This is an optimization exercise on Yosys and OpenROAD, whose aim is small area, not a production implementation.
In this exercise RTL edits were held to simulation tests only and were not proved equivalent to the original.
No activity file was given, so power comes from the tool's default toggle rates.

### flow/config.mk
export PLATFORM = sky130hd
export DESIGN_NAME = processor
export DESIGN_NICKNAME = processor
export VERILOG_FILES = /design/flow/design.v
export SDC_FILE = /design/flow/constraint.sdc
export NUM_CORES = 4
export LEC_CHECK = 0
export ABC_AREA = 1
export CAP_MARGIN = 20
export CORE_MARGIN = 2
export CORE_UTILIZATION = 40
export SLEW_MARGIN = 20
### flow/constraint.sdc
create_clock -name core_clock -period 20.0 [get_ports {clk}]
set_input_delay 4.0000 -clock core_clock [delete_from_list [all_inputs] [get_ports {clk}]]
set_output_delay 4.0000 -clock core_clock [all_outputs]
set_load 0.01 [all_outputs]
### flow/design.v
module processor (input clk,
                  input reset,
                  input sample_clock,
                  input [7:0] evt,
                  input [31:0] ram_dout,
                  input [31:0] osc_rom_dout,
                  output [7:0] ram_raddr,
                  output [7:0] ram_waddr,
                  output [31:0] ram_din,
                  output ram_wen,
                  output [9:0] osc_rom_raddr,
                  output clear_evt,
                  output [31:0] out);
    localparam [5:0] INIT  = 6'd0;
    localparam [5:0] WAIT  = 6'd1;
    localparam [5:0] KP0   = 6'd2;
    localparam [5:0] KP1   = 6'd3;
    localparam [5:0] KP2   = 6'd4;
    localparam [5:0] KR0   = 6'd5;
    localparam [5:0] KR1   = 6'd6;
    localparam [5:0] MRV   = 6'd7;
    localparam [5:0] MRF   = 6'd8;
    localparam [5:0] MRO   = 6'd9;
    localparam [5:0] MRC   = 6'd10;
    localparam [5:0] MFR   = 6'd11;
    localparam [5:0] MDC   = 6'd12;
    localparam [5:0] MCV   = 6'd13;
    localparam [5:0] MCF   = 6'd14;
    localparam [5:0] MCO   = 6'd15;
    localparam [5:0] MCC   = 6'd16;
    localparam [5:0] ORC0  = 6'd17;
    localparam [5:0] ORC1  = 6'd18;
    localparam [5:0] NRS   = 6'd19;
    localparam [5:0] NR0   = 6'd20;
    localparam [5:0] NR1   = 6'd21;
    localparam [5:0] NR2   = 6'd22;
    localparam [5:0] LK    = 6'd23;
    localparam [5:0] N0    = 6'd24;
    localparam [5:0] N1    = 6'd25;
    localparam [5:0] MIX   = 6'd26;
    localparam [5:0] NW0   = 6'd27;
    localparam [5:0] NW1   = 6'd28;
    localparam [5:0] MOUT  = 6'd29;
    localparam [5:0] FRC0  = 6'd30;
    localparam [5:0] FRC1  = 6'd31;
    localparam [5:0] FILT  = 6'd32;
    localparam [5:0] RV0   = 6'd33;
    localparam [5:0] RV1   = 6'd34;
    localparam [5:0] WOH   = 6'd35;
    localparam [5:0] WOII  = 6'd36;
    localparam [5:0] WOIW  = 6'd37;
    reg [5:0]  state, next_state;
    reg        prev_sc;
    reg [4:0]  note;
    reg [31:0] phase;
    reg [2:0]  osc;
    reg [31:0] lfsr;
    reg [36:0] sum;       
    reg        rr0;       
    reg [31:0] om;        
    reg [1:0]  fc;
    reg [1:0]  menu;
    reg [2:0]  vol;
    reg [7:0]  hist;      
    reg [2:0]  widx;
    function [36:0] add37(input [36:0] a, input [36:0] b);
        integer k;
        reg c;
        begin
            c = 1'b0;
            for (k = 0; k < 37; k = k + 1) begin
                add37[k] = a[k] ^ b[k] ^ c;
                c = (a[k] & b[k]) | (c & (a[k] ^ b[k]));
            end
        end
    endfunction
    function [31:0] add32(input [31:0] a, input [31:0] b);
        integer k;
        reg c;
        begin
            c = 1'b0;
            for (k = 0; k < 32; k = k + 1) begin
                add32[k] = a[k] ^ b[k] ^ c;
                c = (a[k] & b[k]) | (c & (a[k] ^ b[k]));
            end
        end
    endfunction
    wire [2:0] et = evt[7:5];
    wire ev_press   = et == 3'd1;
    wire ev_release = et == 3'd2;
    wire ev_inc     = et == 3'd3;
    wire ev_dec     = et == 3'd4;
    wire ev_menu    = et == 3'd5;
    wire is_noise  = osc == 3'd4;
    wire note_last = note == 5'd23;
    always @(posedge clk)
        if (reset) state <= INIT;
        else       state <= next_state;
    always @(*) begin
        next_state = 6'bx;
        case (state)
            INIT: next_state = WAIT;
            WAIT:
                if (!prev_sc && sample_clock)          next_state = ORC0;
                else if (ev_press)                     next_state = KP0;
                else if (ev_release)                   next_state = KR0;
                else if (ev_inc | ev_dec | ev_menu)    next_state = MRV;
                else                                   next_state = WAIT;
            KP0:  next_state = KP1;
            KP1:  next_state = KP2;
            KP2:  next_state = WAIT;
            KR0:  next_state = KR1;
            KR1:  next_state = WAIT;
            MRV:  next_state = MRF;
            MRF:  next_state = MRO;
            MRO:  next_state = MRC;
            MRC:  next_state = MFR;
            MFR:  next_state = MDC;
            MDC:
                if (ev_menu)           next_state = MCC;
                else if (menu == 2'd0) next_state = MCV;
                else if (menu == 2'd1) next_state = MCF;
                else if (menu == 2'd2) next_state = MCO;
                else                   next_state = WAIT;
            MCV, MCF, MCO, MCC: next_state = WAIT;
            ORC0: next_state = ORC1;
            ORC1: next_state = NRS;
            NRS:  next_state = NR0;
            NR0:  next_state = NR1;
            NR1:  next_state = NR2;
            NR2:  next_state = is_noise ? N0 : LK;
            LK:   next_state = MIX;
            N0:   next_state = N1;
            N1:   next_state = MIX;
            MIX:  next_state = NW0;
            NW0:  next_state = NW1;
            NW1:  next_state = note_last ? MOUT : NR0;
            MOUT: next_state = FRC0;
            FRC0: next_state = FRC1;
            FRC1: next_state = FILT;
            FILT: next_state = RV0;
            RV0:  next_state = RV1;
            RV1:  next_state = (widx == 3'd0) ? WOH : WOIW;
            WOH:  next_state = WOII;
            WOII: next_state = WOIW;
            WOIW: next_state = WAIT;
            default: next_state = 6'bx;
        endcase
    end
    wire st_init = state == INIT;
    wire st_wait = state == WAIT;
    wire st_kp0  = state == KP0;
    wire st_kp1  = state == KP1;
    wire st_kp2  = state == KP2;
    wire st_kr0  = state == KR0;
    wire st_kr1  = state == KR1;
    wire st_mrv  = state == MRV;
    wire st_mrf  = state == MRF;
    wire st_mro  = state == MRO;
    wire st_mrc  = state == MRC;
    wire st_mfr  = state == MFR;
    wire st_mdc  = state == MDC;
    wire st_mcv  = state == MCV;
    wire st_mcf  = state == MCF;
    wire st_mco  = state == MCO;
    wire st_mcc  = state == MCC;
    wire st_orc0 = state == ORC0;
    wire st_orc1 = state == ORC1;
    wire st_nrs  = state == NRS;
    wire st_nr0  = state == NR0;
    wire st_nr1  = state == NR1;
    wire st_nr2  = state == NR2;
    wire st_lk   = state == LK;
    wire st_n0   = state == N0;
    wire st_n1   = state == N1;
    wire st_mix  = state == MIX;
    wire st_nw0  = state == NW0;
    wire st_nw1  = state == NW1;
    wire st_mout = state == MOUT;
    wire st_frc0 = state == FRC0;
    wire st_frc1 = state == FRC1;
    wire st_filt = state == FILT;
    wire st_rv0  = state == RV0;
    wire st_rv1  = state == RV1;
    wire st_woh  = state == WOH;
    wire st_woii = state == WOII;
    wire st_woiw = state == WOIW;
    always @(posedge clk)
        if (st_init)      prev_sc <= 1'b0;
        else if (st_wait) prev_sc <= sample_clock;
    always @(posedge clk)
        if (st_kp0 || st_kr0) note <= evt[4:0];
        else if (st_nrs)      note <= 5'd0;
        else if (st_nw1)      note <= note + 5'd1;
    always @(posedge clk)
        if (st_init)     phase[31:24] <= 8'd0;
        else if (st_nr2) phase[31:24] <= ram_dout[31:24];
    always @(posedge clk)
        if (st_nr2)      phase[23:0] <= ram_dout[23:0];
    always @(posedge clk)
        if (st_init)                osc[1:0] <= 2'd0;
        else if (st_orc1 || st_mrc) osc[1:0] <= ram_dout[1:0];
    always @(posedge clk)
        if (st_orc1 || st_mrc)      osc[2] <= ram_dout[2];
    wire [31:0] lfsr_nx = {lfsr[30:0], lfsr[1] ^ lfsr[5] ^ lfsr[6] ^ lfsr[31]};
    always @(posedge clk)
        if (st_init)                lfsr <= 32'd4190284019;
        else if (st_nr1 && is_noise) lfsr <= lfsr_nx;
    wire acc_rom   = st_nr1 && ram_dout[0] && !is_noise;
    wire acc_noise = st_nr1 && ram_dout[0] && is_noise;
    wire [31:0] smp = ({32{acc_rom}} & osc_rom_dout) | ({32{acc_noise}} & lfsr_nx);
    wire        corr   = st_nr2 && note_last && sum[36];
    wire        dstep  = (st_mix || st_nw0 || st_nw1) && note_last;
    wire        keep   = !st_nrs && !dstep;
    wire [36:0] addend = {{5{smp[31]}}, smp[31:5], smp[4:0] | {corr, 1'b0, corr, corr, corr}};
    reg        r0, r1, nr0, nr1, b;
    reg [10:0] q;
    integer i;
    always @(*) begin
        r1 = sum[36];
        r0 = st_mix ? 1'b0 : rr0;
        for (i = 10; i >= 0; i = i - 1) begin
            b    = sum[25 + i];
            q[i] = r1 | (r0 & b);
            nr0  = (~r1 & ~r0 & b) | (r1 & ~b);
            nr1  = (r0 & ~b) | (r1 & b);
            r0   = nr0;
            r1   = nr1;
        end
    end
    wire [36:0] shifted = {r1, sum[24:0], q};
    wire [36:0] base    = ({37{keep}} & sum) | ({37{dstep}} & shifted);
    always @(posedge clk)
        sum <= add37(base, addend);
    always @(posedge clk)
        if (dstep) rr0 <= r0;
    always @(posedge clk)
        if (st_init)      om <= 32'd0;
        else if (st_filt) om <= sum[31:0];
    always @(posedge clk)
        if (st_init)                fc[0] <= 1'b0;
        else if (st_mro || st_frc1) fc[0] <= ram_dout[0];
    always @(posedge clk)
        if (st_mro || st_frc1)      fc[1] <= ram_dout[1];
    always @(posedge clk)
        if (st_mfr) menu <= ram_dout[1:0];
    always @(posedge clk)
        if (st_init)               vol <= 3'd0;
        else if (st_mrf || st_rv1) vol <= ram_dout[2:0];
    always @(posedge clk)
        if (st_init)      hist <= 8'd52;
        else if (st_woii) hist <= (hist == 8'd211) ? 8'd52 : hist + 8'd1;
    always @(posedge clk)
        if (st_init)      widx <= 3'd0;
        else if (st_woiw) widx <= widx + 3'd1;
    wire        window = st_frc0 || st_frc1 || st_filt;
    wire [31:0] mix    = (window && fc[0]) ? sum[31:0] : om;
    wire signed [31:0] fout = fc[0] ? mix : {4'd0, om[31], om[31:5]};
    assign out = fout >>> (3'd4 - vol);
    assign osc_rom_raddr = {osc[1:0], phase[31:24]};
    reg [26:0] step;
    always @(*)
        case (note)
            5'd0:  step = 27'd23353758;
            5'd1:  step = 27'd24785406;
            5'd2:  step = 27'd26306532;
            5'd3:  step = 27'd27827658;
            5'd4:  step = 27'd29527740;
            5'd5:  step = 27'd31227822;
            5'd6:  step = 27'd33106860;
            5'd7:  step = 27'd35075376;
            5'd8:  step = 27'd37133370;
            5'd9:  step = 27'd39370320;
            5'd10: step = 27'd41696748;
            5'd11: step = 27'd44202132;
            5'd12: step = 27'd46796994;
            5'd13: step = 27'd49570812;
            5'd14: step = 27'd52523586;
            5'd15: step = 27'd55655316;
            5'd16: step = 27'd58966002;
            5'd17: step = 27'd62455644;
            5'd18: step = 27'd66213720;
            5'd19: step = 27'd70150752;
            5'd20: step = 27'd74356218;
            5'd21: step = 27'd78740640;
            5'd22: step = 27'd83393496;
            5'd23: step = 27'd88404264;
            default: step = 27'd0;
        endcase
    wire [31:0] next_phase = add32(phase, {5'd0, step});
    wire [2:0] next_vol = ev_inc ? ((vol == 3'd4) ? 3'd0 : vol + 3'd1)
                                 : ((vol == 3'd0) ? 3'd4 : vol - 3'd1);
    wire [1:0] next_fc  = ev_inc ? ((fc == 2'd1) ? 2'd0 : fc + 2'd1)
                                 : ((fc == 2'd0) ? 2'd1 : fc - 2'd1);
    wire [2:0] next_osc = ev_inc ? ((osc == 3'd4) ? 3'd0 : osc + 3'd1)
                                 : ((osc == 3'd0) ? 3'd4 : osc - 3'd1);
    wire [1:0] next_menu = (menu == 2'd2) ? 2'd0 : menu + 2'd1;
    wire wr = st_kp1 || st_kp2 || st_kr1 || st_mcv || st_mcf || st_mco || st_mcc || st_nw0 || st_woh;
    wire [7:0] addr = ((st_nr0 || st_kp1 || st_kr1) ? 8'd4 + note : 8'd0)
                    | ((st_nr1 || st_kp2 || st_nw0) ? 8'd28 + note : 8'd0)
                    | (st_woh ? hist : 8'd0)
                    | {6'd0, (st_mro || st_mrc || st_orc0 || st_mco || st_mcc),
                             (st_mrf || st_mrc || st_frc0 || st_mcf || st_mcc)};
    assign ram_wen   = wr;
    assign ram_waddr = addr;
    assign ram_raddr = wr ? 8'd0 : addr;
    assign clear_evt = st_kp0 || st_kr0 || st_mcv || st_mcf || st_mco || st_mcc;
    assign ram_din   = (st_nw0 ? next_phase : 32'd0)
                     | (st_woh ? out : 32'd0)
                     | {29'd0, (st_mcv ? next_vol : 3'd0) | (st_mco ? next_osc : 3'd0)
                             | {1'b0, st_mcf ? next_fc : 2'd0} | {1'b0, st_mcc ? next_menu : 2'd0}
                             | {2'b0, st_kp1}};
endmodule
### flow/run.sh
#!/bin/bash
# synth_recipe.tcl (not shown) runs the flow's synth.tcl, then flattens the netlist and writes it again
# the make line also repeats each setting of config.mk as NAME=value (left out here)
make -C /OpenROAD-flow-scripts/flow DESIGN_CONFIG=/design/flow/config.mk WORK_HOME=/design/flow/orfs CLKGATE_MAP_FILE= SYNTH_SCRIPT=/design/flow/synth_recipe.tcl finish
==> results of run 1 <==
==> power by group through the flow <==
stage / registers (mW) / logic [mW] / clock network (mW)
5_1_grt: 0.530 / 1.03 / 0.375
3_5_place_dp: 0.531 / 0.912 / 0
6_report: 0.523 / 0.927 / 0.352
3_3_place_gp: 0.529 / 0.914 / 0
4_1_cts: 0.522 / 0.918 / 0.360
2_1_floorplan: 0.513 / 0.612 / 0
==> state kept, by name, summed over array words and instances (netlist names) <==
signal   cells
fc           2
rr0          1
vol          3
hist         8
note         5
state        6
prev_sc      1
osc          3
step        26
menu         2
widx         3
lfsr        32
om          32
sum         37
phase       32
==> cells in the final DEF (no fill, tap or decap), types with 34 or more instances in the layout <==
cell	Yosys	layout
nand2_1	308	308
edfxtp_1	34	34
o21ai_0	229	228
a21oi_1	76	76
dfxtp_1	159	159
nand3_1	68	68
ha_1	39	39
fa_1	60	60
o22ai_1	49	49
inv_1	221	220
nor2_1	127	123
clkdlybuf4s50_1	0	164
==> final cells by class <==
class,count,area (sq um)
repair buffers,182,1780
flip-flops and latches,193,4200
clock inverters,13,130
fillers,3147,15700
multi-input cells,1156,7060
clock buffers,19,475
inverters,244,916
well taps,396,495
==> worst min-delay path, cell delays in order (launching register included) <==
cell and delay [ns]:
dfxtp_1 0.33, nand2_1 0.05, nand3_1 0.05
==> stage by stage <==
stage / worst slack, ns / utilization, %
4_1_cts: 1.08 / 49.0
5_1_grt: 0.447 / 49.0
6_report: 0.972 / 49.0
3_5_place_dp: 0.600 / 47.0
2_1_floorplan: 1.51 / -
3_3_place_gp: 0.831 / 47.0
==> Yosys cell counts (5+ instances only) <==
cell type	count
a21oi_1	76
a221oi_1	13
a22o_1	6
a31oi_1	5
a32o_1	9
buf_1	8
buf_2	6
buf_4	13
clkbuf_1	62
clkinv_1	6
dfxtp_1	159
edfxtp_1	34
fa_1	60
ha_1	39
inv_1	221
inv_2	17
mux2i_1	10
nand2_1	308
nand2_2	15
nand3_1	68
nand3_2	9
nand4_1	9
nor2_1	127
nor2_2	5
nor3_1	16
o211ai_1	8
o21ai_0	229
o21ai_1	15
o221ai_1	12
o22ai_1	49
o31ai_1	5
xnor2_1	6
xor2_1	9
==> worst max path at each step <==
stage,from,to,slack (ns),depth (start not counted)
detailed placement,ram_dout[0],sum[36],0.60,45
global placement,ram_dout[0],sum[36],0.83,45
global route,ram_dout[0],sum[36],0.45,45
finish,ram_dout[0],sum[36],0.97,45
CTS,ram_dout[0],sum[36],1.08,45
floorplan,ram_dout[0],sum[36],1.51,45
==> kinds of logic (layout without fill, tap and decap cells) <==
logic type / Yosys count / in the layout
XOR/XNOR: 15 / 15
AND/OR/NAND/NOR: 580 / 580
other: 1 / 2
adder cells (fa/ha/maj): 99 / 99
flip-flops: 193 / 193
multiplexers: 10 / 10
buffers and inverters: 333 / 458
AO/OA/AOI/OAI: 450 / 450
==> per-layer routing <==
metal | track usage (%) | vias to the layer above | part of all wire, %
met5 | 0 | - | 0
met4 | 6.41 | 0 | 1.7
met3 | 4.56 | 47 | 5.6
met2 | 42.5 | 390 | 47
met1 | 37.1 | 5865 | 46
li1 | - | 5785 | -
==> impl_metrics.tcl, run 1 <==
set metrics [dict create \
    outcome "finished clean" \
    cp_common_cell "fa_1" \
    leakagePower_nw 6.44 \
    final-setup-viol-count 0 \
    synth-compound-area-share_pct 20.7 \
    io_buffers 164 \
    whs_ns 0.460 \
    dpl-instance-area_sq_um 14500 \
    yosysTopAreaCellShare_pct 25.4 \
    ys_seq_elements 193 \
    yosys-top-cells-area "dfxtp_1, fa_1, nand2_1, o21ai_0, edfxtp_1" \
    synth_top_family_by_area "compound AO/OA/AOI/OAI gates" \
    synth.avg_cell_area_sq_um 7.46 \
    whs_path_depth 2 \
    async_reset_ff_share_pct 0 \
    die_w_um 181 \
    power_frac_comb_pct 51.4 \
    worst_hold_path_type "reg -> reg" \
    vias 12100 \
    cap_violations 0 \
    report.final.hold_viol_count 0 \
    cts_made_buffers 17 \
    critPathTopFamily "adder cells" \
    worstRegToRegCells 55 \
    power_frac_clock_pct 19.6 \
    ff2ff_setup_slack_ns 1.82 \
    synth_xor_area_share_pct 1.05 \
    fin_crit_sh_pct 95.1 \
    tritoncts "done" \
    cp_slowest_cell "clkdlybuf4s50_1" \
    drt_iter0_markers 1071 \
    fp.coreArea_sq_um 30700 \
    crit_type "in -> reg" \
    ctsResizeCount 0 \
    synth-edff-count 34 \
    wl_mm 43.5 \
    dpl.cell_count 2171 \
    fmax_mhz 52.6 \
    synth-main-ff-cell "dfxtp_1" \
    synth_warnings 1 \
    fin_area_sq_um 15100 \
    grtUsageTotal_pct 26.5 \
    internal_power_mw 0.953 \
    holdPathEnd "lfsr[30]" \
    grt_pass1_vias 11700 \
    ant_nets 0 \
    synth_area_sq_um 12500 \
    grt_max_degree 86 \
    clk_pin_slew_ns 0.07 \
    cp_num_buf_inv 3 \
    hp-start "lfsr[30]" \
    ios 167 \
    rsz0062_at_grt "no" \
    die_h_um 181 \
    seqPwrFrac_pct 29.0 \
    std_cell_rows 64 \
    num_antenna_cells 0 \
    cts.sinks 193 \
    dp_hpwl_mm 34.3 \
    cts-root-buf "clkbuf_16" \
    start_util_pct 40.8 \
    grt_pass1_wl_mm 66.9 \
    drive_above_1_share_pct 6.47 \
    synthAdderAreaFrac_pct 13.5 \
    holdBufCountCts 0 \
    required_ns 20.35 \
    reg2reg_to "sum[36]" \
    ir_drop_mv 0.0864 \
    p_sw_share_pct 47.1 \
    synth.distinct_cells 59 \
    critPathCaptureType "register" \
    drc 0 \
    syn_inst 1681 \
    synth-seq-area-share_pct 33.5 \
    synthMuxAreaShare_pct 0.798 \
    worstReg2RegStart "state[3]" \
    wire_per_inst_um 19.8 \
    antenna_found_initial 0 \
    fin_skew_ns 0.0145 \
    power_density_nw_per_um2 120 \
    gp_congestion 0.937 \
    fin_nets 1968 \
    postCtsSetupBuffers 0 \
    stdcell_count 2203 \
    vias_per_cell 5.49 \
    slowest_delay_ns 0.42 \
    setup_tns_ns 0 \
    clock_latency_ns 0.46 \
    drv_slew 0 \
    worst_pin_slew_ns 0.955 \
    ctsLongestPathBuffers 2 \
    synthToLayoutAreaGrowth_pct 20.0 \
    finalCriticalPeriod_ns 19.03 \
    overflow 0 \
    power.net_switching_mw 0.850 \
    finalPower_mw 1.80 \
    max-slew-margin-rel_pct 36.3 \
    drt_pass1_iterations 8 \
    crit_arrival_ns 19.38 \
    cp-start-kind "primary input" \
    htree_levels 4 \
    fp.dieArea_sq_um 32800 \
    yosysTopAreaCell "dfxtp_1" \
    synthSimpleGateAreaFrac_pct 20.1 \
    path_max_fanout 13 \
]
==> run 2, diff against run 1 <==
==> flow/flow/run.sh (new file) <==
#!/bin/bash
# Own layout flow: the standard flow (standard.sh, its synthesis unchanged), with the
# port buffers made of the smallest buffer and no dummy loads in the clock tree.
set -euo pipefail
export BUFFER_PORTS_ARGS="-buffer_cell sky130_fd_sc_hd__buf_1"
export CTS_ARGS="-sink_clustering_enable -repair_clock_nets -dont_use_dummy_load"
bash standard.sh > standard_flow.log 2>&1
==> flow/standard.sh (new file) <==
#!/bin/bash
# synth_recipe.tcl (not shown) runs the flow's synth.tcl, then flattens the netlist and writes it again
# the make line also repeats each setting of config.mk as NAME=value (left out here)
make -C /OpenROAD-flow-scripts/flow DESIGN_CONFIG=/design/flow/config.mk WORK_HOME=/design/flow/orfs CLKGATE_MAP_FILE= SYNTH_SCRIPT=/design/flow/synth_recipe.tcl "${@:-finish}"
removed: flow/run.sh
==> impl_metrics.tcl, run 2 <==
set metrics [dict create \
    outcome "finished clean" \
    std_cell_rows 64 \
    fp.dieArea_sq_um 32800 \
    crit_arrival_ns 19.03 \
    yosysTopAreaCell "dfxtp_1" \
    ios 167 \
    slowest_delay_ns 0.42 \
    required_ns 20.33 \
    vias 11900 \
    synthSimpleGateAreaFrac_pct 20.1 \
    max-slew-margin-rel_pct 36.1 \
    num_antenna_cells 0 \
    synth.most_common_cell "nand2_1" \
    synthMuxAreaShare_pct 0.798 \
    ant_nets 0 \
    mostFrequentLayoutCells "nand2_1, o21ai_0, inv_1" \
    cts-root-buf "clkbuf_16" \
    rsz0062_at_grt "no" \
    cts.sinks 193 \
    cp-start-kind "primary input" \
    ys_seq_elements 193 \
    synth_commonest_cells "nand2_1, o21ai_0, inv_1, dfxtp_1, nor2_1" \
    report.final.hold_viol_count 0 \
    drv_slew 0 \
    ctsResizeCount 0 \
    regMostFlops "sum" \
    drive_above_1_share_pct 5.74 \
    cap_violations 0 \
    antenna_found_initial 1 \
    ctsLongestPathBuffers 2 \
    start_util_pct 40.8 \
    postLayoutCoreUtil_pct 45.1 \
    fp.coreArea_sq_um 30700 \
    dp_hpwl_mm 33.0 \
    worst_hold_path_type "reg -> reg" \
    yosys-top-cells-area "dfxtp_1, fa_1, nand2_1, o21ai_0, edfxtp_1" \
    worst_pin_slew_ns 0.957 \
    holdBufCountCts 0 \
    final-setup-viol-count 0 \
    syn_inst 1681 \
    synth_area_sq_um 12500 \
    drt_iter0_markers 1327 \
    ir_drop_mv 0.145 \
    fmax_mhz 53.5 \
    grt_pass1_vias 11600 \
    clk_pin_slew_ns 0.06 \
    postCtsSetupBuffers 0 \
    cts_made_buffers 17 \
    die_w_um 181 \
    path_max_fanout 18 \
    synthAdderAreaFrac_pct 13.5 \
    wire_per_inst_um 19.0 \
    vias_per_cell 5.42 \
    grt_max_degree 85 \
    synth.avg_cell_area_sq_um 7.46 \
    grtUsageTotal_pct 25.8 \
    yosysTopAreaCellShare_pct 25.4 \
    grt_pass1_wl_mm 65.3 \
    drt_pass1_iterations 5 \
    dpl.cell_count 2172 \
    final_common_cell "nand2_1" \
    die_h_um 181 \
    fin_skew_ns 0.0235 \
    synth-seq-area-share_pct 33.5 \
    htree_levels 4 \
    fin_crit_sh_pct 93.5 \
    finalCriticalPeriod_ns 18.70 \
    crit_type "in -> reg" \
    async_reset_ff_share_pct 0 \
    io_buffers 164 \
    leakagePower_nw 5.96 \
    synth_warnings 1 \
    setup_tns_ns 0 \
    synth_xor_area_share_pct 1.05 \
    tritoncts "done" \
    wl_mm 41.6 \
    synthToLayoutAreaGrowth_pct 10.5 \
    power_density_nw_per_um2 122 \
    drc 0 \
    gp_congestion 0.953 \
    synth-edff-count 34 \
    cp_slowest_cell "fa_1" \
    synth_top_family_by_area "compound AO/OA/AOI/OAI gates" \
    fin_nets 1969 \
    synth.distinct_cells 59 \
    largest_reg_flops 37 \
    synth-main-ff-cell "dfxtp_1" \
    synth-compound-area-share_pct 20.7 \
    cp_common_cell "fa_1" \
    overflow 0 \
    clock_latency_ns 0.45 \
    critPathCaptureType "register" \
    stdcell_count 2189 \
]
==> run 2: metal layers <==
layer	share of wire, %	vias up	GRT usage [%]	routed length, um
li1	-	5784	-	-
met4	2.3	2	7.93	949
met3	6.6	63	5.22	2740
met5	0.036	-	0	15
met1	45	5620	34.6	18600
met2	46	400	41.8	19300
==> run 2: final cells by class <==
cell class	count	area (sq um)
clock buffers	17	425
fillers	3189	16900
inverters	244	916
multi-input cells	1156	7060
flip-flops and latches	193	4200
well taps	396	495
repair buffers	183	758
==> run 2: logic make-up after synthesis <==
family | after synthesis
flops | 193
compound gates | 450
mux | 10
other cells | 1
xor+xnor | 15
buf+inv | 333
simple gates | 580
fa+ha+maj | 99
==> run 2: worst max-delay path: cells and delay by family <==
family	cells	cell delay (ns)
compound gates	1	0.12
xor+xnor	1	0.20
fa+ha+maj	36	14.00
buf+inv	5	0.56
simple gates	2	0.12
==> run 2: path summary, 6_finish.rpt <==
kind	from	endpoint	slack, ns	cells past startpoint
max reg2reg	state[3]	sum[36]	1.87	55
min	lfsr[28]	lfsr[28]	0.46	2
min reg2reg	lfsr[28]	lfsr[28]	0.46	2
max	ram_dout[0]	sum[36]	1.30	45
==> run 2: through the flow <==
stage / setup slack (ns) / cell area (sq um) / total power, mW / hold WS [ns]
2_1_floorplan: 1.51 / 12500 / 1.13 / 0.429
3_3_place_gp: 1.17 / 13400 / 1.39 / 0.439
3_5_place_dp: 0.961 / 13400 / 1.40 / 0.449
4_1_cts: 1.41 / 13900 / 1.68 / 0.461
5_1_grt: 0.758 / 13900 / 1.82 / 0.489
6_report: 1.30 / 13900 / 1.69 / 0.457
==> run 2: power by group <==
part / switching [mW] / total, mW / internal, mW / leakage (nW)
sequential: 0.0469 / 0.523 / 0.476 / 1.61
combinational: 0.620 / 0.879 / 0.259 / 4.14
clock: 0.137 / 0.285 / 0.148 / 0.209
==> run 3, diff against run 2 <==
==> flow/flow/run.sh (replaced) <==
#!/bin/bash
# Own layout flow: the standard flow (standard.sh) with three changes:
#  - synthesis is the standard synthesis script, except that ABC maps the logic with
#    flow/abc_deep.script (deeper area optimisation, no timing-driven buffering or upsizing)
#    in place of ORFS's abc_area.script; registers are mapped before ABC runs, so they are the
#    standard synthesis's;
#  - the port buffers are the smallest buffer (buf_1);
#  - clock tree synthesis adds no dummy loads.
# Every tool's output goes to standard_flow.log here and to ORFS's own logs under orfs/logs.
set -euo pipefail
HERE=$(pwd)
export BUFFER_PORTS_ARGS="-buffer_cell sky130_fd_sc_hd__buf_1"
export CTS_ARGS="-sink_clustering_enable -repair_clock_nets -dont_use_dummy_load"
cat > "$HERE/own_synth.tcl" <<EOT
proc abc {args} {
  set i [lsearch -exact \$args -script]
  if {\$i >= 0} { lset args [expr {\$i + 1}] $HERE/flow/abc_deep.script }
  yosys abc {*}\$args
}
source $HERE/synth_recipe.tcl
EOT
sed "s#SYNTH_SCRIPT=[^ ]*#SYNTH_SCRIPT=$HERE/own_synth.tcl#" standard.sh > own_standard.sh
grep -q "SYNTH_SCRIPT=$HERE/own_synth.tcl" own_standard.sh
bash own_standard.sh > standard_flow.log 2>&1
==> flow/flow/abc_deep.script (new file) <==
strash
&get -n
&deepsyn -T 60
&put
dch -f
map -a
amap
topo
dnsize -c
==> impl_metrics.tcl, run 3 <==
set metrics [dict create \
    grt_max_degree 35 \
    multi_input_area_sq_um 6160 \
    rsz0062_at_grt "no" \
    synthToLayoutAreaGrowth_pct 13.6 \
    cts_made_buffers 17 \
    synth-seq-area-share_pct 37.0 \
    regMostFlops "sum" \
    grtUsageTotal_pct 26.7 \
    leakagePower_nw 4.49 \
    holdBufCountCts 0 \
    busiest_layer "met2" \
    grt_pass1_vias 10500 \
    wire_per_inst_um 21.1 \
    clk_pin_slew_ns 0.09 \
    worst_pin_slew_ns 1.09 \
    io_buffers 164 \
    dp_hpwl_mm 31.2 \
    ios 167 \
    synth_commonest_cells "clkinv_1, dfxtp_1, o22ai_1, nor2_1, o21ai_0" \
    synth_area_sq_um 11400 \
    setup_ws_ns 1.00 \
    cp_num_buf_inv 2 \
    postCtsSetupBuffers 0 \
    wl_mm 40.1 \
    ctsResizeCount 0 \
    power_density_nw_per_um2 131 \
    synth.most_common_cell "clkinv_1" \
    ctsLongestPathBuffers 2 \
    max-slew-margin-rel_pct 27.5 \
    critPathTopFamily "adder cells" \
    grtUsageMet2_pct 42.5 \
    die_w_um 173 \
    fin_crit_sh_pct 95.0 \
    drc 0 \
    critPathCaptureType "register" \
    outcome "finished clean" \
    drt_pass1_iterations 7 \
    dp_slack_ns 0.751 \
    cts.sinks 193 \
    cp_slowest_cell "dfxtp_1" \
    htree_levels 4 \
    syn_inst 1343 \
    power.net_switching_mw 0.805 \
    start_util_pct 40.8 \
    async_reset_ff_share_pct 0 \
    die_h_um 173 \
    seqPwrFrac_pct 30.9 \
    gp_congestion 0.966 \
    synth.distinct_cells 51 \
    ys_seq_elements 193 \
    p_sw_share_pct 47.4 \
    mostFrequentLayoutCells "clkinv_1, buf_1, dfxtp_1" \
    cap_violations 0 \
    yosysTopAreaCell "dfxtp_1" \
    report.final.hold_viol_count 0 \
    dpl-instance-area_sq_um 12500 \
    std_cell_rows 61 \
    drive_above_1_share_pct 2.30 \
    synth_warnings 1 \
    required_ns 20.30 \
    yosysTopAreaCellShare_pct 28.0 \
    fmax_mhz 52.6 \
    seq_area_sq_um 4200 \
    drt_iter0_markers 1457 \
    fp.dieArea_sq_um 29800 \
    clock_latency_ns 0.44 \
    fp.coreArea_sq_um 27900 \
    yosys-top-cells-area "dfxtp_1, fa_1, edfxtp_1, clkinv_1, o22ai_1" \
    synth.avg_cell_area_sq_um 8.47 \
    cp-start-kind "register" \
    power_frac_clock_pct 17.1 \
    slowest_delay_ns 0.46 \
    cp_common_cell "fa_1" \
    ant_nets 0 \
    final-setup-viol-count 0 \
    overflow 0 \
    crit_arrival_ns 19.29 \
    synth-edff-count 34 \
    met1_usage_pct 36.8 \
    vias_per_cell 5.83 \
    largest_reg_flops 37 \
    internal_power_mw 0.894 \
    grt_use_met3_pct 4.33 \
    drv_slew 0 \
    crit_type "reg -> reg" \
    fin_nets 1700 \
    path_max_fanout 11 \
    tritoncts "done" \
    ir_drop_mv 0.0594 \
    nFillCells 2808 \
    fin_area_sq_um 12900 \
    vias 11100 \
    finalCriticalPeriod_ns 19.00 \
    synth-main-ff-cell "dfxtp_1" \
    cts-root-buf "clkbuf_16" \
    num_antenna_cells 0 \
    final_common_cell "clkinv_1" \
    fin_skew_ns 0.0357 \
    grt_pass1_wl_mm 62.0 \
    power_frac_comb_pct 52.1 \
    antenna_found_initial 1 \
    setup_tns_ns 0 \
    worst_hold_path_type "reg -> reg" \
]
[run 3: changes by cell type after synthesis, moves of 16 or more]
cell      delta
a21oi_1     -27
a222oi_1    +34
clkbuf_1    -62
clkinv_1   +249
inv_1      -221
inv_2       -17
nand2_1    -192
nand3_1     -61
nor2_1      +16
o21ai_0    -104
o22a_1      +20
o22ai_1     +95
[run 3: power by group through the flow]
stage                     Combinational (mW)  Sequential [mW]  Clock (mW)
after floorplan                        0.572            0.515           0
after global placement                 0.868            0.530           0
after CTS                              0.864            0.522       0.295
final                                  0.884            0.524       0.290
after detailed placement               0.860            0.531           0
after global routing                   0.970            0.531       0.308
[run 3: metal layers]
layer  wire length [um]  part of all wire (%)
met3               2520                   6.3
met2              18500                    46
met4               1300                   3.3
met1              17800                    44
met5                  0                     0
[run 3: cell families (layout without fill, tap and decap cells)]
kind of cell	Yosys count	count (layout)	share of synthesized area, %
AO/OA/AOI/OAI	481	481	28.2
AND/OR/NAND/NOR	301	301	10.7
buffers and inverters	267	447	9.21
flip-flops	193	193	37.0
adder cells (fa/ha/maj)	99	99	14.8
other	1	2	0.0330
XOR/XNOR	1	1	0.0770
[run 3: worst register-to-register path, delay by kind of cell (launching register included)]
family	cells	cell delay, ns
adders and majority gates	36	14.11
AOI/OAI and AO/OA	15	2.93
and+or+nand+nor	8	0.95
DFF	1	0.46
buffers and inverters	2	0.40
[run 3: metrics by stage]
stage | power (mW) | hold WS, ns | cells | utilization [%]
after CTS | 1.68 | 0.442 | 1902 | 46.3
final | 1.70 | 0.439 | 1902 | 46.4
after detailed placement | 1.39 | 0.446 | 1885 | 44.8
after global routing | 1.81 | 0.462 | 1902 | 46.4
after floorplan | 1.09 | 0.425 | 1344 | -
after global placement | 1.40 | 0.434 | 1885 | 44.8
[run 3: final timing paths]
kind	start	end	slack (ns)	cells past startpoint
max	state[5]	sum[36]	1.00	61
max reg2reg	state[5]	sum[36]	1.00	61
min reg2reg	lfsr[26]	lfsr[27]	0.44	2
min	lfsr[26]	lfsr[27]	0.44	2
[run 3: cell type report]
cell class	instances	area share, %
clock buffer	17	3.29
multi-input combinational	884	47.7
inverter	255	7.44
sequential	193	32.5
timing repair buffer	175	5.40
tap	378	3.66
==> run 4, diff against run 3 <==
--- a/flow/flow/run.sh
+++ b/flow/flow/run.sh
@@ -10,7 +10,7 @@
 set -euo pipefail
 HERE=$(pwd)
 export BUFFER_PORTS_ARGS="-buffer_cell sky130_fd_sc_hd__buf_1"
-export CTS_ARGS="-sink_clustering_enable -repair_clock_nets -dont_use_dummy_load"
+export CTS_ARGS="-sink_clustering_enable -repair_clock_nets -dont_use_dummy_load -buf_list {sky130_fd_sc_hd__clkbuf_8}"
 cat > "$HERE/own_synth.tcl" <<EOT
 proc abc {args} {
   set i [lsearch -exact \$args -script]
--- a/flow/config.mk
+++ b/flow/config.mk
@@ -8,5 +8,5 @@
 export ABC_AREA = 1
 export CAP_MARGIN = 20
 export CORE_MARGIN = 2
-export CORE_UTILIZATION = 40
+export CORE_UTILIZATION = 65
 export SLEW_MARGIN = 20
==> impl_metrics.tcl, run 4 <==
set metrics [dict create \
    outcome "finished clean" \
    report.final.hold_viol_count 0 \
    wire_per_inst_um 22.1 \
    dp_hpwl_mm 29.9 \
    synth.distinct_cells 51 \
    tritoncts "done" \
    required_ns 20.34 \
    critPathCaptureType "register" \
    worst_hold_path_type "reg -> reg" \
    slowest_delay_ns 0.43 \
    cp_slowest_cell "fa_1" \
    syn_inst 1343 \
    overflow 0 \
    yosysTopAreaCell "dfxtp_1" \
    drv_slew 0 \
    grt_pass1_vias 10700 \
    final-setup-viol-count 0 \
    synthToLayoutAreaGrowth_pct 10.2 \
    fin_crit_sh_pct 96.0 \
    dpl-instance-area_sq_um 12300 \
    ctsLongestPathBuffers 2 \
    ant_nets 0 \
    path_max_fanout 11 \
    drive_above_1_share_pct 2.23 \
    cts_made_buffers 17 \
    fin_skew_ns 0.0481 \
    grt_max_degree 38 \
    drt_pass1_iterations 12 \
    cp-start-kind "register" \
    vias_per_cell 6.71 \
    crit_arrival_ns 19.54 \
    rsz0062_at_grt "no" \
    largest_reg_flops 37 \
    crit_type "reg -> reg" \
    stdcell_count 1751 \
    ios 167 \
    num_antenna_cells 0 \
    postCtsSetupBuffers 0 \
    std_cell_rows 48 \
    drt_iter0_markers 2250 \
    ys_seq_elements 193 \
    synth-seq-area-share_pct 37.0 \
    synth.most_common_cell "clkinv_1" \
    synth_commonest_cells "clkinv_1, dfxtp_1, o22ai_1, nor2_1, o21ai_0" \
    clk_pin_slew_ns 0.12 \
    dp_slack_ns 0.726 \
    setup_tns_ns 0 \
    nFillCells 1351 \
    yosys-top-cells-area "dfxtp_1, fa_1, edfxtp_1, clkinv_1, o22ai_1" \
    fin_nets 1702 \
    cap_violations 0 \
    clock_latency_ns 0.49 \
    max-slew-margin-rel_pct 30.0 \
    final_common_cell "clkinv_1" \
    fp.dieArea_sq_um 18600 \
    vias 11700 \
    cp_common_cell "fa_1" \
    synth_warnings 1 \
    fmax_mhz 52.1 \
    regMostFlops "sum" \
    antenna_found_initial 0 \
    grt_pass1_wl_mm 58.4 \
    fin_area_sq_um 12500 \
    cts.sinks 193 \
    htree_levels 4 \
    synth.avg_cell_area_sq_um 8.47 \
    synth-main-ff-cell "dfxtp_1" \
    async_reset_ff_share_pct 0 \
    die_h_um 136 \
    finalCriticalPeriod_ns 19.20 \
    io_buffers 164 \
    setup_ws_ns 0.796 \
    power_density_nw_per_um2 128 \
    leakagePower_nw 4.42 \
    yosysTopAreaCellShare_pct 28.0 \
    gp_congestion 1.00 \
    drc 0 \
    ir_drop_mv 0.101 \
    dpl.cell_count 1734 \
    fp.coreArea_sq_um 17200 \
    synth-edff-count 34 \
    wl_mm 38.6 \
    die_w_um 136 \
    start_util_pct 66.2 \
    worst_pin_slew_ns 1.05 \
    cts-root-buf "clkbuf_8" \
    grtUsageTotal_pct 41.5 \
    mostFrequentLayoutCells "clkinv_1, buf_1, dfxtp_1" \
    synth_area_sq_um 11400 \
]
-- run 4: cell counts after synthesis --
No cell type changed its count.
-- run 4: final cells by class --
| cell class | instances | area (sq um) | share of cell area [%] |
|---|---|---|---|
| multi-input cells | 884 | 6150 | 49.0 |
| flip-flops and latches | 193 | 4200 | 33.5 |
| inverters | 255 | 957 | 7.63 |
| repair buffers | 177 | 713 | 5.69 |
| well taps | 225 | 282 | 2.25 |
| clock buffers | 17 | 234 | 1.87 |
-- run 4: cells by family after synthesis --
group | Yosys count | synth area share (%)
DFF | 193 | 37.0
buffers and inverters | 267 | 9.21
and+or+nand+nor | 301 | 10.7
other | 1 | 0.0330
adders and majority gates | 99 | 14.8
AOI/OAI and AO/OA | 481 | 28.2
xor gates and xnor gates | 1 | 0.0770
-- run 4: repair_timing --
item,4_1_cts,5_1_grt
endpoints found under the hold margin,0,0
gates resized for setup,0,2
hold buffers,0,0
endpoints found under the setup margin,0,1
-- run 4: metrics by stage --
stage / hold WS [ns] / power (mW) / util (%)
4_1_cts: 0.430 / 1.56 / 73.0
6_report: 0.435 / 1.60 / 73.0
5_1_grt: 0.464 / 1.69 / 73.0
3_5_place_dp: 0.445 / 1.37 / 71.6
3_3_place_gp: 0.435 / 1.36 / 71.6
2_1_floorplan: 0.425 / 1.09 / -
-- run 4: metal layers --
layer	wire length (um)	share of wire, %	vias to the layer above	track usage, %
li1	-	-	5214	-
met1	15300	40	5491	58.2
met2	17100	44	909	63.6
met3	4950	13	131	9.13
met4	1310	3.4	0	14.8
met5	0	0	-	0
-- run 4: final timing paths --
path | depth (start not counted) | startpoint | slack (ns) | end
worst max register to register | 61 | state[5] | 0.80 | sum[36]
worst min-delay path | 2 | lfsr[4] | 0.43 | lfsr[5]
worst max-delay path | 61 | state[5] | 0.80 | sum[36]
worst min register to register | 2 | lfsr[4] | 0.43 | lfsr[5]
-- run 4: power by group --
group / internal (mW) / leakage [nW] / switching (mW)
logic: 0.269 / 2.69 / 0.615
registers: 0.476 / 1.61 / 0.0442
clock network: 0.0754 / 0.122 / 0.124
-- run 4: worst max-delay path: cells and delay by family (launching register included) --
kind	cells	cell delay, ns
compound gates	15	3.12
fa+ha+maj	36	14.27
simple gates	7	0.90
buf+inv	3	0.44
flops	1	0.37
==> run 5, diff against run 4 <==
--- a/flow/design.v
+++ b/flow/design.v
@@ -218,7 +218,7 @@
     integer i;
     always @(*) begin
         r1 = sum[36];
-        r0 = st_mix ? 1'b0 : rr0;
+        r0 = rr0;
         for (i = 10; i >= 0; i = i - 1) begin
             b    = sum[25 + i];
             q[i] = r1 | (r0 & b);
@@ -233,7 +233,8 @@
     always @(posedge clk)
         sum <= add37(base, addend);
     always @(posedge clk)
-        if (dstep) rr0 <= r0;
+        if (st_nr2)     rr0 <= 1'b0;
+        else if (dstep) rr0 <= r0;
     always @(posedge clk)
         if (st_init)      om <= 32'd0;
         else if (st_filt) om <= sum[31:0];
@@ -258,35 +259,32 @@
     wire signed [31:0] fout = fc[0] ? mix : {4'd0, om[31], om[31:5]};
     assign out = fout >>> (3'd4 - vol);
     assign osc_rom_raddr = {osc[1:0], phase[31:24]};
-    reg [26:0] step;
-    always @(*)
-        case (note)
-            5'd0:  step = 27'd23353758;
-            5'd1:  step = 27'd24785406;
-            5'd2:  step = 27'd26306532;
-            5'd3:  step = 27'd27827658;
-            5'd4:  step = 27'd29527740;
-            5'd5:  step = 27'd31227822;
-            5'd6:  step = 27'd33106860;
-            5'd7:  step = 27'd35075376;
-            5'd8:  step = 27'd37133370;
-            5'd9:  step = 27'd39370320;
-            5'd10: step = 27'd41696748;
-            5'd11: step = 27'd44202132;
-            5'd12: step = 27'd46796994;
-            5'd13: step = 27'd49570812;
-            5'd14: step = 27'd52523586;
-            5'd15: step = 27'd55655316;
-            5'd16: step = 27'd58966002;
-            5'd17: step = 27'd62455644;
-            5'd18: step = 27'd66213720;
-            5'd19: step = 27'd70150752;
-            5'd20: step = 27'd74356218;
-            5'd21: step = 27'd78740640;
-            5'd22: step = 27'd83393496;
-            5'd23: step = 27'd88404264;
-            default: step = 27'd0;
-        endcase
+    wire [26:0] step = 
+          ({27{note == 5'd0}} & 27'd23353758)
+        | ({27{note == 5'd1}} & 27'd24785406)
+        | ({27{note == 5'd2}} & 27'd26306532)
+        | ({27{note == 5'd3}} & 27'd27827658)
+        | ({27{note == 5'd4}} & 27'd29527740)
+        | ({27{note == 5'd5}} & 27'd31227822)
+        | ({27{note == 5'd6}} & 27'd33106860)
+        | ({27{note == 5'd7}} & 27'd35075376)
+        | ({27{note == 5'd8}} & 27'd37133370)
+        | ({27{note == 5'd9}} & 27'd39370320)
+        | ({27{note == 5'd10}} & 27'd41696748)
+        | ({27{note == 5'd11}} & 27'd44202132)
+        | ({27{note == 5'd12}} & 27'd46796994)
+        | ({27{note == 5'd13}} & 27'd49570812)
+        | ({27{note == 5'd14}} & 27'd52523586)
+        | ({27{note == 5'd15}} & 27'd55655316)
+        | ({27{note == 5'd16}} & 27'd58966002)
+        | ({27{note == 5'd17}} & 27'd62455644)
+        | ({27{note == 5'd18}} & 27'd66213720)
+        | ({27{note == 5'd19}} & 27'd70150752)
+        | ({27{note == 5'd20}} & 27'd74356218)
+        | ({27{note == 5'd21}} & 27'd78740640)
+        | ({27{note == 5'd22}} & 27'd83393496)
+        | ({27{note == 5'd23}} & 27'd88404264)
+        ;
     wire [31:0] next_phase = add32(phase, {5'd0, step});
     wire [2:0] next_vol = ev_inc ? ((vol == 3'd4) ? 3'd0 : vol + 3'd1)
                                  : ((vol == 3'd0) ? 3'd4 : vol - 3'd1);
--- a/flow/flow/run.sh
+++ b/flow/flow/run.sh
@@ -5,12 +5,12 @@
 #    in place of ORFS's abc_area.script; registers are mapped before ABC runs, so they are the
 #    standard synthesis's;
 #  - the port buffers are the smallest buffer (buf_1);
-#  - clock tree synthesis adds no dummy loads.
+#  - clock tree synthesis uses clkbuf_8 only and adds no dummy loads.
 # Every tool's output goes to standard_flow.log here and to ORFS's own logs under orfs/logs.
 set -euo pipefail
 HERE=$(pwd)
 export BUFFER_PORTS_ARGS="-buffer_cell sky130_fd_sc_hd__buf_1"
-export CTS_ARGS="-sink_clustering_enable -repair_clock_nets -dont_use_dummy_load -buf_list {sky130_fd_sc_hd__clkbuf_8}"
+export CTS_ARGS="-sink_clustering_enable -repair_clock_nets -dont_use_dummy_load -buf_list {sky130_fd_sc_hd__clkbuf_8} -sink_clustering_size 30 -sink_clustering_max_diameter 150"
 cat > "$HERE/own_synth.tcl" <<EOT
 proc abc {args} {
   set i [lsearch -exact \$args -script]
==> impl_metrics.tcl, run 5 <==
set metrics [dict create \
    outcome "finished clean" \
    fmax_mhz 51.9 \
    wl_mm 35.8 \
    worstRegToRegCells 61 \
    ctsLongestPathBuffers 2 \
    cap_violations 0 \
    tritoncts "done" \
    std_cell_rows 46 \
    drt_pass1_iterations 12 \
    vias_per_cell 6.75 \
    stdcell_count 1654 \
    drv_slew 0 \
    overflow 0 \
    cp-start-kind "primary input" \
    critPathCaptureType "register" \
    cts_made_buffers 17 \
    cts.sinks 167 \
    drc 0 \
    final-setup-viol-count 0 \
    synth-seq-area-share_pct 34.6 \
    grt_max_degree 39 \
    regMostFlops "sum" \
    synth-edff-count 33 \
    crit_type "in -> reg" \
    num_antenna_cells 0 \
    ff2ff_setup_slack_ns 1.01 \
    syn_inst 1256 \
    htree_levels 4 \
    clock_latency_ns 0.49 \
    cp_slowest_cell "fa_1" \
    grt_pass1_wl_mm 55.5 \
    worstReg2RegStart "sum[35]" \
    yosys-top-cells-area "dfxtp_1, fa_1, edfxtp_1, o22ai_1, clkinv_1" \
    power_density_nw_per_um2 105 \
    report.final.hold_viol_count 0 \
    ctsResizeCount 0 \
    setup_tns_ns 0 \
    mostFrequentLayoutCells "clkinv_1, buf_1, o22ai_1" \
    grt_pass1_vias 10500 \
    holdBufCountCts 0 \
    ant_nets 0 \
    yosysTopAreaCellShare_pct 25.3 \
    final_common_cell "clkinv_1" \
    fin_skew_ns 0.0518 \
    die_h_um 132 \
    worst_pin_slew_ns 1.03 \
    synth.most_common_cell "clkinv_1" \
    die_w_um 132 \
    cts-root-buf "clkbuf_8" \
    grtUsageTotal_pct 40.8 \
    setup_ws_ns 0.751 \
    fin_crit_sh_pct 96.2 \
    async_reset_ff_share_pct 0 \
    cp_common_cell "fa_1" \
    leakagePower_nw 4.15 \
    synth_warnings 1 \
    dpl.cell_count 1637 \
    synth.avg_cell_area_sq_um 8.44 \
    fin_nets 1606 \
    finalPower_mw 1.23 \
    drive_above_1_share_pct 2.64 \
    slowest_delay_ns 0.44 \
    fp.dieArea_sq_um 17400 \
    required_ns 20.34 \
    clk_pin_slew_ns 0.08 \
    crit_start "ram_dout[0]" \
    path_max_fanout 29 \
    io_buffers 164 \
    endpoint "sum[36]" \
    vias 11200 \
    rsz0062_at_grt "no" \
    fp.coreArea_sq_um 15900 \
    yosysTopAreaCell "dfxtp_1" \
    start_util_pct 66.5 \
    drt_iter0_markers 1745 \
    worst_hold_path_type "reg -> reg" \
    reg2reg_to "sum[36]" \
    crit_arrival_ns 19.59 \
    synth-main-ff-cell "dfxtp_1" \
    nFillCells 1183 \
    antenna_found_initial 0 \
    ios 167 \
    dp_slack_ns 0.510 \
    finalCriticalPeriod_ns 19.25 \
    max-slew-margin-rel_pct 29.3 \
    wire_per_inst_um 21.6 \
    synthToLayoutAreaGrowth_pct 10.9 \
    postCtsSetupBuffers 0 \
    dp_hpwl_mm 27.7 \
    synth.distinct_cells 48 \
    synth_commonest_cells "clkinv_1, o22ai_1, dfxtp_1, nor2_1, o21ai_0" \
    ir_drop_mv 0.0706 \
    largest_reg_flops 37 \
    ys_seq_elements 167 \
    gp_congestion 1.06 \
    synth_area_sq_um 10600 \
]
## run 5: changes by cell type after synthesis, moves of 9 or more
cell      delta
o21ai_0     -17
clkinv_1    -26
nor3_1      +11
nand2_1     -31
dfxtp_1     -25
a21oi_1      -9
nor2_1      -13
or3_1       +12
a22o_1      +21
## run 5: stage by stage
| stage | hold slack (ns) | instance area [sq um] | utilization, % |
|---|---|---|---|
| 5_1_grt | 0.484 | 11800 | 73.8 |
| 4_1_cts | 0.453 | 11800 | 73.8 |
| 3_5_place_dp | 0.441 | 11500 | 72.3 |
| 2_1_floorplan | 0.430 | 10600 | - |
| 3_3_place_gp | 0.438 | 11500 | 72.3 |
| 6_report | 0.453 | 11800 | 73.8 |
## run 5: power breakdown
part / internal (mW) / switching (mW) / total, mW / leakage (nW)
Sequential: 0.389 / 0.0335 / 0.423 / 1.39
Combinational: 0.198 / 0.423 / 0.621 / 2.64
Clock: 0.0752 / 0.111 / 0.187 / 0.122
## run 5: final cells by class
type                    count  area, sq um  area share (%)
well taps                 216          270            2.30
clock buffers              17          234            1.99
flip-flops and latches    167         3670            31.2
repair buffers            176          709            6.03
inverters                 229          860            7.31
multi-input cells         849         6020            51.1
## run 5: metal layers
layer	part of all wire, %	wire length (um)	track usage, %	up-vias
met2	45	16200	65.6	923
met5	0	0	0	-
met1	37	13400	52.5	5105
met3	12	4430	11.0	160
met4	4.8	1700	17.3	0
li1	-	-	-	4980
## run 5: cell families after synthesis
group                      Yosys count  share of synthesized area (%)
xor gates and xnor gates             1                         0.0826
adders and majority gates           91                           15.0
AOI/OAI and AO/OA                  455                           28.9
other                                1                         0.0354
DFF                                167                           34.6
buffers and inverters              241                           8.95
and+or+nand+nor                    300                           12.4
## run 5: worst min-delay path by stage
| stage | slack, ns | from | cells after the start | to |
|---|---|---|---|---|
| final | 0.45 | lfsr[4] | 2 | lfsr[5] |
| after global routing | 0.48 | om[4] | 2 | om[4] |
| after CTS | 0.45 | lfsr[4] | 2 | lfsr[5] |
| after detailed placement | 0.44 | lfsr[4] | 2 | lfsr[5] |
| after global placement | 0.44 | lfsr[4] | 2 | lfsr[5] |
| after floorplan | 0.43 | lfsr[10] | 2 | lfsr[11] |
## run 5: critical path, delay by kind of cell
family	cells	cell delay, ns
AO/OA/AOI/OAI	3	0.30
adder cells (fa/ha/maj)	36	14.44
buffers and inverters	4	0.61
AND/OR/NAND/NOR	3	0.20
==> run 6, diff against run 5 <==
--- a/flow/flow/run.sh
+++ b/flow/flow/run.sh
@@ -10,7 +10,7 @@
 set -euo pipefail
 HERE=$(pwd)
 export BUFFER_PORTS_ARGS="-buffer_cell sky130_fd_sc_hd__buf_1"
-export CTS_ARGS="-sink_clustering_enable -repair_clock_nets -dont_use_dummy_load -buf_list {sky130_fd_sc_hd__clkbuf_8} -sink_clustering_size 30 -sink_clustering_max_diameter 150"
+export CTS_ARGS="-sink_clustering_enable -repair_clock_nets -dont_use_dummy_load -buf_list {sky130_fd_sc_hd__clkbuf_8}"
 cat > "$HERE/own_synth.tcl" <<EOT
 proc abc {args} {
   set i [lsearch -exact \$args -script]
==> impl_metrics.tcl, run 6 <==
set metrics [dict create \
    grtUsageTotal_pct 41.3 \
    drive_above_1_share_pct 2.49 \
    fin_skew_ns 0.0451 \
    synthToLayoutAreaGrowth_pct 10.8 \
    power_density_nw_per_um2 106 \
    ant_nets 0 \
    holdBufCountCts 0 \
    critPathCaptureType "register" \
    grt_pass1_wl_mm 55.9 \
    cts.sinks 167 \
    finalCriticalPeriod_ns 19.36 \
    internal_power_mw 0.672 \
    yosysTopAreaCell "dfxtp_1" \
    synth.distinct_cells 48 \
    drt_pass1_iterations 7 \
    worst_hold_path_type "reg -> reg" \
    drv_slew 0 \
    grt_pass1_vias 10200 \
    ios 167 \
    yosysTopAreaCellShare_pct 25.4 \
    overflow 0 \
    synth-seq-area-share_pct 34.8 \
    path_max_fanout 29 \
    cp_slowest_cell "fa_1" \
    drt_iter0_markers 1614 \
    wl_mm 36.1 \
    ys_seq_elements 167 \
    power_frac_comb_pct 51.2 \
    fp.coreArea_sq_um 15900 \
    final-setup-viol-count 0 \
    power_frac_clock_pct 14.7 \
    fmax_mhz 51.7 \
    synth-main-ff-cell "dfxtp_1" \
    fin_nets 1576 \
    slowest_delay_ns 0.46 \
    crit_arrival_ns 19.69 \
    std_cell_rows 46 \
    synth_warnings 1 \
    outcome "finished clean" \
    crit_type "in -> reg" \
    power.net_switching_mw 0.571 \
    synth-edff-count 33 \
    cp-start-kind "primary input" \
    fp.dieArea_sq_um 17300 \
    postCtsSetupBuffers 0 \
    cts_made_buffers 17 \
    mostFrequentLayoutCells "clkinv_1, buf_1, o22ai_1" \
    antenna_found_initial 0 \
    synth.most_common_cell "clkinv_1" \
    io_buffers 164 \
    die_w_um 131 \
    seqPwrFrac_pct 34.0 \
    synth_area_sq_um 10600 \
    synth_commonest_cells "clkinv_1, o22ai_1, dfxtp_1, nor2_1, o21ai_0" \
    report.final.hold_viol_count 0 \
    worst_pin_slew_ns 1.01 \
    gp_congestion 1.03 \
    ctsResizeCount 0 \
    setup_tns_ns 0 \
    syn_inst 1227 \
    clock_latency_ns 0.48 \
    clk_pin_slew_ns 0.11 \
    synth.avg_cell_area_sq_um 8.60 \
    num_antenna_cells 0 \
    async_reset_ff_share_pct 0 \
    cap_violations 0 \
    rsz0062_at_grt "no" \
    regMostFlops "sum" \
    vias_per_cell 6.92 \
    dpl-instance-area_sq_um 11500 \
    p_sw_share_pct 45.9 \
    fin_crit_sh_pct 96.8 \
    wire_per_inst_um 22.2 \
    cts-root-buf "clkbuf_8" \
    tritoncts "done" \
    nFillCells 1214 \
    dp_hpwl_mm 27.6 \
    grt_max_degree 40 \
    largest_reg_flops 37 \
    drc 0 \
    start_util_pct 66.4 \
    required_ns 20.33 \
    die_h_um 131 \
    yosys-top-cells-area "dfxtp_1, fa_1, edfxtp_1, o22ai_1, clkinv_1" \
    ir_drop_mv 0.0724 \
    leakagePower_nw 4.11 \
    max-slew-margin-rel_pct 32.5 \
    cp_common_cell "fa_1" \
    vias 11200 \
    htree_levels 4 \
    fin_area_sq_um 11700 \
    final_common_cell "clkinv_1" \
    ctsLongestPathBuffers 2 \
]
run 6: cell count changes after synthesis, moves of 4 or more:
cell,before,now
a32o_1,8,28
o21ai_0,108,92
o22ai_1,138,150
nor2_1,130,119
clkinv_1,229,220
o22a_1,21,14
a31oi_1,14,8
o21a_1,11,5
a21oi_1,40,35
nand3_1,12,16
run 6: kinds of logic (layout without fill, tap and decap cells):
logic type / count (synthesis) / count (layout) / synth area share [%]
buf+inv: 232 / 412 / 8.68
flops: 167 / 167 / 34.8
fa+ha+maj: 91 / 91 / 15.1
simple gates: 284 / 284 / 11.7
xor+xnor: 1 / 1 / 0.0830
compound gates: 451 / 451 / 29.7
other cells: 1 / 2 / 0.0355
run 6: final timing paths:
kind | endpoint | cells after the start | startpoint | slack (ns)
worst min-delay path | lfsr[15] | 2 | lfsr[14] | 0.45
worst max-delay path | sum[36] | 45 | ram_dout[0] | 0.64
worst min register to register | lfsr[15] | 2 | lfsr[14] | 0.45
worst max register to register | sum[36] | 57 | sum[35] | 1.06
run 6: per-layer routing:
layer / vias to the layer above / global-route usage [%] / part of all wire [%]
li1: 4916 / - / -
met1: 5202 / 56.6 / 39
met2: 942 / 64.7 / 44
met3: 173 / 7.06 / 12
met4: 0 / 17.9 / 5.1
met5: - / 0 / 0
run 6: through the flow:
step / setup WS (ns) / hold WS, ns / total power, mW / cells / utilization (%)
2_1_floorplan: 1.50 / 0.426 / 0.826 / 1228 / -
3_3_place_gp: 0.821 / 0.437 / 1.01 / 1607 / 72.1
3_5_place_dp: 0.421 / 0.450 / 1.04 / 1607 / 72.1
4_1_cts: 0.848 / 0.453 / 1.22 / 1624 / 73.6
5_1_grt: 0.278 / 0.476 / 1.32 / 1624 / 73.6
6_report: 0.639 / 0.453 / 1.24 / 1624 / 73.6
run 6: final cells by class:
class	count	area (sq um)	area share [%]
timing repair buffer	175	698	5.97
tap	216	270	2.31
sequential	167	3670	31.4
clock buffer	17	234	2.00
inverter	220	826	7.06
multi-input combinational	829	5990	51.3
run 6: critical path: cells and delay by family:
family | cells | cell delay, ns
fa+ha+maj | 36 | 14.29
buf+inv | 5 | 0.79
compound gates | 3 | 0.53
simple gates | 1 | 0.05
run 6: power by group through the flow:
stage          Combinational [mW]  Sequential [mW]  Clock [mW]
6_report                    0.637            0.423       0.183
5_1_grt                     0.695            0.427       0.195
4_1_cts                     0.616            0.421       0.183
3_5_place_dp                0.613            0.429           0
3_3_place_gp                0.588            0.427           0
2_1_floorplan               0.407            0.419           0
==> run 7, diff against run 6 <==
--- a/flow/design.v
+++ b/flow/design.v
@@ -97,7 +97,7 @@
         if (reset) state <= INIT;
         else       state <= next_state;
     always @(*) begin
-        next_state = 6'bx;
+        next_state = INIT;
         case (state)
             INIT: next_state = WAIT;
             WAIT:
@@ -144,7 +144,7 @@
             WOH:  next_state = WOII;
             WOII: next_state = WOIW;
             WOIW: next_state = WAIT;
-            default: next_state = 6'bx;
+            default: next_state = INIT;
         endcase
     end
     wire st_init = state == INIT;
==> impl_metrics.tcl, run 7 <==
set metrics [dict create \
    outcome "finished clean" \
    start_util_pct 66.3 \
    fin_crit_sh_pct 94.8 \
    leakagePower_nw 4.18 \
    rsz0062_at_grt "no" \
    grtUsageTotal_pct 41.1 \
    critPathCaptureType "register" \
    io_buffers 164 \
    synth_commonest_cells "clkinv_1, o21ai_0, dfxtp_1, nor2_1" \
    wire_per_inst_um 21.6 \
    drt_iter0_markers 1485 \
    cp_slowest_cell "fa_1" \
    gp_congestion 1.02 \
    vias_per_cell 6.66 \
    ant_nets 0 \
    async_reset_ff_share_pct 0 \
    clk_pin_slew_ns 0.11 \
    required_ns 20.34 \
    dpl-instance-area_sq_um 11400 \
    synth-seq-area-share_pct 34.9 \
    slowest_delay_ns 0.45 \
    regMostFlops "sum" \
    synth_warnings 1 \
    crit_type "in -> reg" \
    dpl.cell_count 1633 \
    final_common_cell "clkinv_1" \
    worst_hold_path_type "reg -> reg" \
    finalCriticalPeriod_ns 18.96 \
    num_antenna_cells 0 \
    worstReg2RegStart "sum[35]" \
    power_density_nw_per_um2 127 \
    largest_reg_flops 37 \
    cts.sinks 167 \
    fin_skew_ns 0.0414 \
    wl_mm 35.6 \
    tritoncts "done" \
    ir_drop_mv 0.0856 \
    postLayoutCoreUtil_pct 73.4 \
    synth.most_common_cell "clkinv_1" \
    ctsResizeCount 0 \
    yosys-top-cells-area "dfxtp_1, fa_1, edfxtp_1, o22ai_1, clkinv_1" \
    fmax_mhz 52.8 \
    synth.avg_cell_area_sq_um 8.41 \
    report.final.hold_viol_count 0 \
    setup_tns_ns 0 \
    max-slew-margin-rel_pct 33.8 \
    synth-edff-count 33 \
    cp-start-kind "primary input" \
    vias 11000 \
    cts_made_buffers 17 \
    synthToLayoutAreaGrowth_pct 10.8 \
    antenna_found_initial 0 \
    worst_pin_slew_ns 0.991 \
    hp-start "lfsr[27]" \
    fp.dieArea_sq_um 17200 \
    crit_arrival_ns 19.30 \
    yosysTopAreaCellShare_pct 25.5 \
    clock_latency_ns 0.49 \
    fp.coreArea_sq_um 15900 \
    die_h_um 131 \
    overflow 0 \
    htree_levels 4 \
    drc 0 \
    drv_slew 0 \
    drt_pass1_iterations 9 \
    synth_area_sq_um 10500 \
    drive_above_1_share_pct 2.16 \
    synth-main-ff-cell "dfxtp_1" \
    die_w_um 131 \
    ctsLongestPathBuffers 2 \
    grt_pass1_vias 10200 \
    ys_seq_elements 167 \
    dp_hpwl_mm 27.5 \
    cts-root-buf "clkbuf_8" \
    yosysTopAreaCell "dfxtp_1" \
    holdBufCountCts 0 \
    postCtsSetupBuffers 0 \
    ios 167 \
    cap_violations 0 \
    mostFrequentLayoutCells "clkinv_1, buf_1, o21ai_0" \
    crit_start "ram_dout[0]" \
    synth.distinct_cells 51 \
    fin_area_sq_um 11700 \
    fin_nets 1602 \
    syn_inst 1252 \
    stdcell_count 1650 \
    final-setup-viol-count 0 \
    grt_max_degree 38 \
    path_max_fanout 30 \
    grt_pass1_wl_mm 55.2 \
    cp_common_cell "fa_1" \
    std_cell_rows 46 \
    finalPower_mw 1.48 \
]
## run 7: final cells by class
cell class	instances	area [sq um]
multi-input cells	879	6050
fillers	1252	4220
inverters	195	732
well taps	216	270
clock buffers	17	234
repair buffers	176	706
flip-flops and latches	167	3670
## run 7: where the power goes
part	internal [mW]	switching [mW]
Clock	0.0751	0.113
Sequential	0.392	0.0440
Combinational	0.293	0.567
Total	0.760	0.724
## run 7: critical path: cells and delay by family
family | cells | cell delay, ns
AO/OA/AOI/OAI | 3 | 0.39
adder cells (fa/ha/maj) | 35 | 14.15
buffers and inverters | 2 | 0.45
AND/OR/NAND/NOR | 3 | 0.30
## run 7: stage by stage
step / worst slack [ns] / hold WS (ns)
floorplan: 1.49 / 0.425
global placement: 1.20 / 0.434
detailed placement: 0.805 / 0.447
CTS: 1.24 / 0.446
global route: 0.316 / 0.474
finish: 1.04 / 0.447
## run 7: logic make-up (layout without fill, tap and decap cells)
group | count (synthesis) | in the layout | synth area share (%)
AO/OA/AOI/OAI | 457 | 457 | 28.5
buffers and inverters | 207 | 388 | 7.81
XOR/XNOR | 1 | 1 | 0.0832
AND/OR/NAND/NOR | 328 | 328 | 13.5
other | 1 | 2 | 0.0356
adder cells (fa/ha/maj) | 91 | 91 | 15.1
flip-flops | 167 | 167 | 34.9
## run 7: routing by layer
metal  routed length, um  global-route usage, %  up-vias
met5                   0                      0        -
met4                1400                   16.2        0
met3                4090                   9.84      120
met2               15900                   63.2      811
met1               14200                   56.3     5143
li1                    -                      -     4917
## run 7: final timing paths
kind	endpoint	cells past startpoint	slack, ns
min reg2reg	lfsr[28]	2	0.45
min	lfsr[28]	2	0.45
max	sum[36]	43	1.04
max reg2reg	sum[36]	60	1.06

-- separate check: timing with driven ports --
The results above use ideal ports. As a check the final layouts listed here were re-extracted and re-timed, cells and wires unchanged. Step 1: set_driving_cell puts a clkbuf_16 on clk and a buf_2 on each other input, an assumption about the parent block. Step 2 also shifts input and output timing later by t, the mid clock arrival at the registers, as if the neighbouring blocks saw the same clock. Slacks: no drivers / after step 1 / after step 2; pairs: no drivers / after step 1.
run	t (ns)	slack for setup (ns)	latest minus earliest clock arrival (ns)	cell pins on the clock port's net
run 1	0.508	0.972 / 0.999 / 0.491	0.016 / 0.016	1
run 2	0.491	1.303 / 1.333 / 0.842	0.027 / 0.026	1
run 3	0.476	1.003 / 1.003 / 0.605	0.037 / 0.037	1
run 4	0.506	0.796 / 0.796 / 0.456	0.048 / 0.049	1
run 5	0.504	0.751 / 0.776 / 0.272	0.061 / 0.062	1
run 6	0.497	0.639 / 0.658 / 0.160	0.045 / 0.045	1
run 7	0.508	1.044 / 1.059 / 0.556	0.041 / 0.041	1
After both steps every run listed still meets setup and hold. The setup slack of run 7, which loses most, moves by +0.015 ns with the drivers and by -0.488 ns with both steps.
